Background: an optimization exercise with open tools, aiming at small area, a short achievable clock period and few clock cycles per item. Do not read the settings as production practice.

Setup of the baseline:
==> flow/design.v <==
module thv_top(clk, reset, valid, fp_value, log_value);
input  wire        clk, reset;
input  wire [31:0] fp_value;
output wire [32:0] log_value;
output wire        valid;
wire acc_in = ~fp_value[31] & (|fp_value[22:0]) & (|fp_value[30:23]) & ~(&fp_value[30:23]);
reg [8:0] v;
always @(posedge clk, posedge reset)
    if (reset) v <= 9'd0;
    else       v <= {v[7:0], acc_in};
wire [16:0] dl0 = ~fp_value[22:6];
wire [17:0] s1 = dl0 + (dl0 >> 1);
wire acc1 = s1[17];
wire [16:0] nd1 = acc1 ? s1[16:0] : dl0[16:0];
reg [7:0] e1;
reg [16:0] dl1;
reg d1;
always @(posedge clk) begin
    e1  <= fp_value[30:23];
    dl1 <= nd1;
    d1  <= acc1;
end
wire [16:0] s2 = dl1 + (dl1 >> 2);
wire acc2 = s2[16];
wire [15:0] nd2 = acc2 ? s2[15:0] : dl1[15:0];
reg [7:0] e2;
reg [15:0] dl2;
reg [1:0] d2;
always @(posedge clk) begin
    e2  <= e1;
    dl2 <= nd2;
    d2  <= {d1, acc2};
end
wire [15:0] s3 = dl2 + (dl2 >> 3);
wire acc3 = s3[15];
wire [14:0] nd3 = acc3 ? s3[14:0] : dl2[14:0];
reg [7:0] e3;
reg [14:0] dl3;
reg [2:0] d3;
always @(posedge clk) begin
    e3  <= e2;
    dl3 <= nd3;
    d3  <= {d2, acc3};
end
wire [14:0] s4 = dl3 + (dl3 >> 4);
wire acc4 = s4[14];
wire [13:0] nd4 = acc4 ? s4[13:0] : dl3[13:0];
reg [7:0] e4;
reg [13:0] dl4;
reg [3:0] d4;
always @(posedge clk) begin
    e4  <= e3;
    dl4 <= nd4;
    d4  <= {d3, acc4};
end
wire [13:0] s5 = dl4 + (dl4 >> 5);
wire acc5 = s5[13];
wire [12:0] nd5 = acc5 ? s5[12:0] : dl4[12:0];
reg [7:0] e5;
reg [12:0] dl5;
reg [4:0] d5;
always @(posedge clk) begin
    e5  <= e4;
    dl5 <= nd5;
    d5  <= {d4, acc5};
end
wire [12:0] s6 = dl5 + (dl5 >> 6);
wire acc6 = s6[12];
wire [11:0] nd6 = acc6 ? s6[11:0] : dl5[11:0];
reg [7:0] e6;
reg [11:0] dl6;
reg [5:0] d6;
always @(posedge clk) begin
    e6  <= e5;
    dl6 <= nd6;
    d6  <= {d5, acc6};
end
wire [11:0] s7 = dl6 + (dl6 >> 7);
wire acc7 = s7[11];
wire [10:0] nd7 = acc7 ? s7[10:0] : dl6[10:0];
reg [7:0] e7;
reg [10:0] dl7;
reg [6:0] d7;
always @(posedge clk) begin
    e7  <= e6;
    dl7 <= nd7;
    d7  <= {d6, acc7};
end
reg [17:0] ta, tb;
always @(*)
    case ({d7[3], d7[4], d7[5], d7[6]})
    4'd0: ta = 18'd5;
    4'd1: ta = 18'd153349;
    4'd2: ta = 18'd84397;
    4'd3: ta = 18'd237741;
    4'd4: ta = 18'd44550;
    4'd5: ta = 18'd197894;
    4'd6: ta = 18'd128941;
    4'd7: ta = 18'd20142;
    4'd8: ta = 18'd22933;
    4'd9: ta = 18'd176277;
    4'd10: ta = 18'd107324;
    4'd11: ta = 18'd260669;
    4'd12: ta = 18'd67478;
    4'd13: ta = 18'd220822;
    4'd14: ta = 18'd151869;
    4'd15: ta = 18'd43070;
    endcase
always @(*)
    case ({d7[0], d7[1], d7[2]})
    3'd0: tb = 18'd0;
    3'd1: tb = 18'd11638;
    3'd2: tb = 18'd5864;
    3'd3: tb = 18'd17501;
    3'd4: tb = 18'd2943;
    3'd5: tb = 18'd14581;
    3'd6: tb = 18'd8807;
    3'd7: tb = 18'd20444;
    endcase
wire [17:0] zs = ta + tb;
wire [11:0] ys = ({dl7, 1'b0} >> 1) + ({dl7, 1'b0} >> 2) - ({dl7, 1'b0} >> 5) + ({dl7, 1'b0} >> 8);
reg [7:0] ea;
reg [17:0] za;
reg [11:0] ya;
always @(posedge clk) begin
    ea <= e7;
    za <= zs;
    ya <= ys;
end
wire [17:0] g = za + ya;
wire        neg   = ~ea[7] & ~(&ea[6:0]);         
wire [7:0]  ep1   = ea + 8'd1;
wire [6:0]  ipart = ep1[6:0] ^ {7{neg}};
reg        o_sign;
reg [6:0]  o_int;
reg [17:0] o_frac;
always @(posedge clk) begin
    o_sign <= neg;
    o_int  <= ipart;
    o_frac <= g ^ {18{~neg}};
end
assign valid = v[8];
assign log_value = {o_sign, o_int, o_frac, 7'd64};
endmodule
==> flow/config.mk <==
export PLATFORM = sky130hd
export DESIGN_NAME = thv_top
export DESIGN_NICKNAME = thv_top
export VERILOG_FILES = /design/flow/design.v
export SDC_FILE = /design/flow/constraint.sdc
export NUM_CORES = 8
export LEC_CHECK = 0
export ABC_CLOCK_PERIOD_IN_PS = 2000
export CAP_MARGIN = 20
export CORE_MARGIN = 2
export CORE_UTILIZATION = 55
export SETUP_SLACK_MARGIN = 3.4
export SLEW_MARGIN = 20
==> flow/constraint.sdc <==
create_clock -name core_clock -period 5.5 [get_ports {clk}]
set_input_delay 1.1000 -clock core_clock [delete_from_list [all_inputs] [get_ports {clk}]]
set_output_delay 1.1000 -clock core_clock [all_outputs]
set_load 0.01 [all_outputs]
run.sh (not shown) runs the stock make flow with config.mk's settings and CLKGATE_MAP_FILE= SYNTH_SCRIPT=/design/flow/synth_recipe.tcl, a recipe that flattens the netlist after the stock synthesis.
Changes in the candidate relative to the baseline:
-- flow/design.v --
<<< the baseline, line 5
output wire        valid;
wire acc_in = ~fp_value[31] & (|fp_value[22:0]) & (|fp_value[30:23]) & ~(&fp_value[30:23]);
reg [8:0] v;
always @(posedge clk, posedge reset)
    if (reset) v <= 9'd0;
    else       v <= {v[7:0], acc_in};
wire [16:0] dl0 = ~fp_value[22:6];
wire [17:0] s1 = dl0 + (dl0 >> 1);
wire acc1 = s1[17];
>>> the candidate, line 5
output wire        valid;
wire acc_in = ~fp_value[31] & (|fp_value[22:0]) & (|fp_value[30:23]) & ~(&fp_value[30:23]);
reg [9:0] v;
always @(posedge clk, posedge reset)
    if (reset) v <= 10'd0;
    else       v <= {v[8:0], acc_in};
reg [7:0] e0;
reg [16:0] dl0;
always @(posedge clk) begin
    e0  <= fp_value[30:23];
    dl0 <= ~fp_value[22:6];
end
wire [17:0] s1 = dl0 + (dl0 >> 1);
wire acc1 = s1[17];
<<< the baseline, line 15
reg [7:0] e1;
reg [16:0] dl1;
reg d1;
always @(posedge clk) begin
    e1  <= fp_value[30:23];
    dl1 <= nd1;
    d1  <= acc1;
>>> the candidate, line 20
reg [7:0] e1;
reg [16:0] dl1;
reg [0:0] d1;
always @(posedge clk) begin
    e1  <= e0;
    dl1 <= nd1;
    d1  <= acc1;
<<< the baseline, line 140
    o_frac <= g ^ {18{~neg}};
end
assign valid = v[8];
assign log_value = {o_sign, o_int, o_frac, 7'd64};
endmodule
>>> the candidate, line 145
    o_frac <= g ^ {18{~neg}};
end
assign valid = v[9];
assign log_value = {o_sign, o_int, o_frac, 7'd64};
endmodule
Findings:
Going from the baseline to the candidate, proportion of cell area occupied by registers grows by 1.7 points. Going from the baseline to the candidate, the post-synthesis compound-gate area fraction was found to have gone up by 0.99 points. Comparing the baseline and the candidate, the higher share of the clock period used by the worst path after layout is on the baseline. The candidate completed; timing, DRC and antenna clean. Diff the baseline -> the candidate: cell area after placement picked up an extra 4.4%; portion of the layout cell area used by clock cells moved up; number of global-route vias before repair picked up an extra about 3.2%; die span in y rose about 2.8%. Delta(register area, the candidate - the baseline) > 0. Delta (the candidate minus the baseline): count of cells resized by post-cts repair fell by 13, overall global routing resource usage stayed essentially flat. In the metrics for the baseline and the candidate, the one carrying the higher detailed placer's ending HPWL is the candidate. The candidate vs the baseline, fraction of met1 tracks used by global routing went down by 0.54 points.
Function was not checked in any run of this note: the RTL went through the layout flow alone.

static timing again, ports no longer ideal:
In the flow no input, the clock included, has a driving cell. The finished layouts below were timed again as built, in two steps.
Step 1 sets driving cells, clkbuf_16 on the clock port and buf_2 on the other inputs (assumed; they add their load-dependent delay and slew).
Step 2 times the ports against the registers' clock, not the clock port: input delays grow and output delays shrink by t, the midpoint of the rising clock arrivals with the driver on.
a / b / c = ideal / step 1 / step 2; a / b = the first two.
run | t (ns) | slack for setup (ns) | worst register clock-pin slew, ns
the baseline | 0.584 | 2.465 / 2.465 / 2.172 | 0.07 / 0.07
the candidate | 0.611 | 2.519 / 2.519 / 2.519 | 0.07 / 0.07
After both steps every run listed still meets setup and hold. For the baseline, which loses most, drivers alone change the setup slack by 0.000 ns; drivers and shift together by -0.293 ns.
